Source: an optimization exercise on an open RTL-to-GDS flow (aim: small area). Production flows keep margins and buffers that such runs may drop. Only simulation tests tie the RTL to the original design; equivalence was not proved. No activity file was given, so power comes from the tool's default toggle rates.

## delta
Design counter_and_display, start of the top module:
module counter_and_display(clk,rst,SEC_low,SEC_high,MIN_low,MIN_high,HOUR_low,HOUR_high,key0,key1,key2,key3);
export LEC_CHECK = 0
export ABC_AREA = 1
export CAP_MARGIN = 20
export CORE_MARGIN = 2
export CORE_UTILIZATION = 40
export SLEW_MARGIN = 20
create_clock -name core_clock -period 10.0 [get_ports {clk}]
standard.sh (not shown) runs the stock make flow with config.mk's settings and CLKGATE_MAP_FILE= SYNTH_SCRIPT=/design/flow/synth_recipe.tcl, a recipe that flattens the netlist after the stock synthesis.
==> flow/flow/run.sh <==
#!/bin/bash
set -o pipefail
export BUFFER_PORTS_ARGS="-buffer_cell sky130_fd_sc_hd__buf_1"
export CTS_ARGS="-sink_clustering_enable -repair_clock_nets -dont_use_dummy_load -buf_list {sky130_fd_sc_hd__clkbuf_8}"
bash standard.sh > standard.log 2>&1
Per the final summary, delta finished and its layout is clean on timing, DRC and antenna.
Input-level comparison between epsilon and delta:
==> flow/flow/run.sh <==
#!/bin/bash
set -o pipefail
export BUFFER_PORTS_ARGS="-buffer_cell sky130_fd_sc_hd__buf_1"
export CTS_ARGS="-sink_clustering_enable -repair_clock_nets -dont_use_dummy_load -buf_list {sky130_fd_sc_hd__clkbuf_2 sky130_fd_sc_hd__clkbuf_4 sky130_fd_sc_hd__clkbuf_8}"
bash standard.sh > standard.log 2>&1
Results
Diff delta -> epsilon: final critical path time including I/O delays and setup was more or less identical; leftover overflow at the end of global routing has remained practically unchanged; depth of the worst register-to-register path shows no meaningful change.

---

Setup of exp/raven:
counter_and_display again, from the RTL that the note above started with.
export LEC_CHECK = 0
export ABC_AREA = 1
export CAP_MARGIN = 20
export CORE_MARGIN = 2
export CORE_UTILIZATION = 40
export SLEW_MARGIN = 20
create_clock -name core_clock -period 10.0 [get_ports {clk}]
==> flow/flow/run.sh <==
#!/bin/bash
set -o pipefail
export BUFFER_PORTS_ARGS="-buffer_cell sky130_fd_sc_hd__buf_1"
export CTS_ARGS="-sink_clustering_enable -sink_clustering_size 40 -sink_clustering_max_diameter 500 -repair_clock_nets -dont_use_dummy_load -buf_list {sky130_fd_sc_hd__clkbuf_16}"
bash standard.sh > standard.log 2>&1
## Diff of input files: exp/ember against exp/raven
# exp/raven
export LEC_CHECK = 0
export ABC_AREA = 1
export CAP_MARGIN = 20
export CORE_MARGIN = 2
export CORE_UTILIZATION = 40
export SLEW_MARGIN = 20
create_clock -name core_clock -period 10.0 [get_ports {clk}]
# exp/ember
export LEC_CHECK = 0
export CAP_MARGIN = 20
export CORE_MARGIN = 2
export CORE_UTILIZATION = 40
export SLEW_MARGIN = 20
create_clock -name core_clock -period 10.0 [get_ports {clk}]
==> flow/run.sh (new file) <==
#!/bin/bash
# synth_recipe.tcl (not shown) runs the flow's synth.tcl, then flattens the netlist and writes it again
# the make line also repeats each setting of config.mk as NAME=value (left out here)
make -C /OpenROAD-flow-scripts/flow DESIGN_CONFIG=/design/flow/config.mk WORK_HOME=/design/flow/orfs CLKGATE_MAP_FILE= SYNTH_SCRIPT=/design/flow/synth_recipe.tcl finish
removed: flow/flow/run.sh
removed: flow/standard.sh
### Flow results
Note that the filler cell count in the final layout recorded for exp/raven amounts to 1.09 times the value seen in exp/ember. exp/ember ended up with sky130_fd_sc_hd__clkdlybuf4s50_1 as its slowest library cell on the worst path; exp/raven ended up with sky130_fd_sc_hd__dfxtp_1. exp/ember: sequential group share of total power is 2.1 points higher than what exp/raven reported. Comparing exp/raven and exp/ember, the lower area overhead of the layout relative to synthesis was measured on exp/raven. Between exp/ember and exp/raven, it is exp/ember whose total wirelength of the detailed-routed design is lower, by about 6.6%. Sort exp/raven and exp/ember by total power, ascending, and exp/ember comes first. In exp/ember the time the final worst path needs with I/O delays and setup turned out 0.69 ns higher than in exp/raven. As of exp/ember, synthesized netlist cell count had fallen by more than 10% compared to exp/raven. Lower count of clock-buffer cells in the layout goes to exp/raven over exp/ember.
### exp/ember -> exp/zinc
# exp/ember
export LEC_CHECK = 0
export CAP_MARGIN = 20
export CORE_MARGIN = 2
export CORE_UTILIZATION = 40
export SLEW_MARGIN = 20
create_clock -name core_clock -period 10.0 [get_ports {clk}]
# exp/zinc
export LEC_CHECK = 0
export ABC_AREA = 1
export CAP_MARGIN = 20
export CORE_MARGIN = 2
export CORE_UTILIZATION = 40
export SLEW_MARGIN = 20
create_clock -name core_clock -period 10.0 [get_ports {clk}]
==> flow/flow/run.sh (new file) <==
#!/bin/bash
set -o pipefail
export BUFFER_PORTS_ARGS="-buffer_cell sky130_fd_sc_hd__buf_1"
export CTS_ARGS="-sink_clustering_enable -repair_clock_nets -dont_use_dummy_load -buf_list {sky130_fd_sc_hd__clkbuf_4}"
bash standard.sh > standard.log 2>&1
==> flow/standard.sh (new file) <==
#!/bin/bash
# synth_recipe.tcl (not shown) runs the flow's synth.tcl, then flattens the netlist and writes it again
# the make line also repeats each setting of config.mk as NAME=value (left out here)
make -C /OpenROAD-flow-scripts/flow DESIGN_CONFIG=/design/flow/config.mk WORK_HOME=/design/flow/orfs CLKGATE_MAP_FILE= SYNTH_SCRIPT=/design/flow/synth_recipe.tcl "${@:-finish}"
removed: flow/run.sh
Results
exp/zinc finished every stage and its layout cleared the timing, design-rule and antenna checks. exp/ember | stages: all done | timing, DRC, antenna: all pass. Taking exp/ember as the reference, in exp/zinc critical path buffer and inverter count down 1; detailed placer's ending HPWL up 500 um; synthesis-to-finish area growth down 11 points; final design instance area without fill down 14%.

==> what the ideal ports hide <==
How much do the figures lean on ideal ports? The routed layouts below were timed once more, with nothing changed but the port constraints.
Step 1, drivers: a clkbuf_16 drives clk and a buf_2 each remaining input, both assumed.
Step 2 times the ports against the registers' clock, not the clock port: input delays grow and output delays shrink by t, the midpoint of the rising clock arrivals with the driver on.
a / b / c = ideal ports / drivers / drivers and shift; a / b = the first two.
run	t (ns)	setup slack, ns	latest minus earliest clock arrival (ns)	worst register clock-pin slew, ns	pins driven straight from the clock port
delta	0.309	6.426 / 6.399 / 6.534	0.018 / 0.018	0.08 / 0.08	1
epsilon	0.309	6.426 / 6.399 / 6.534	0.018 / 0.018	0.08 / 0.08	1
exp/raven	0.304	6.430 / 6.399 / 6.535	0.009 / 0.009	0.06 / 0.06	1
exp/ember	0.309	5.741 / 5.713 / 6.022	0.006 / 0.006	0.08 / 0.08	1
exp/zinc	0.359	6.362 / 6.338 / 6.546	0.028 / 0.028	0.13 / 0.13	1
After both steps every run listed still meets setup and hold.
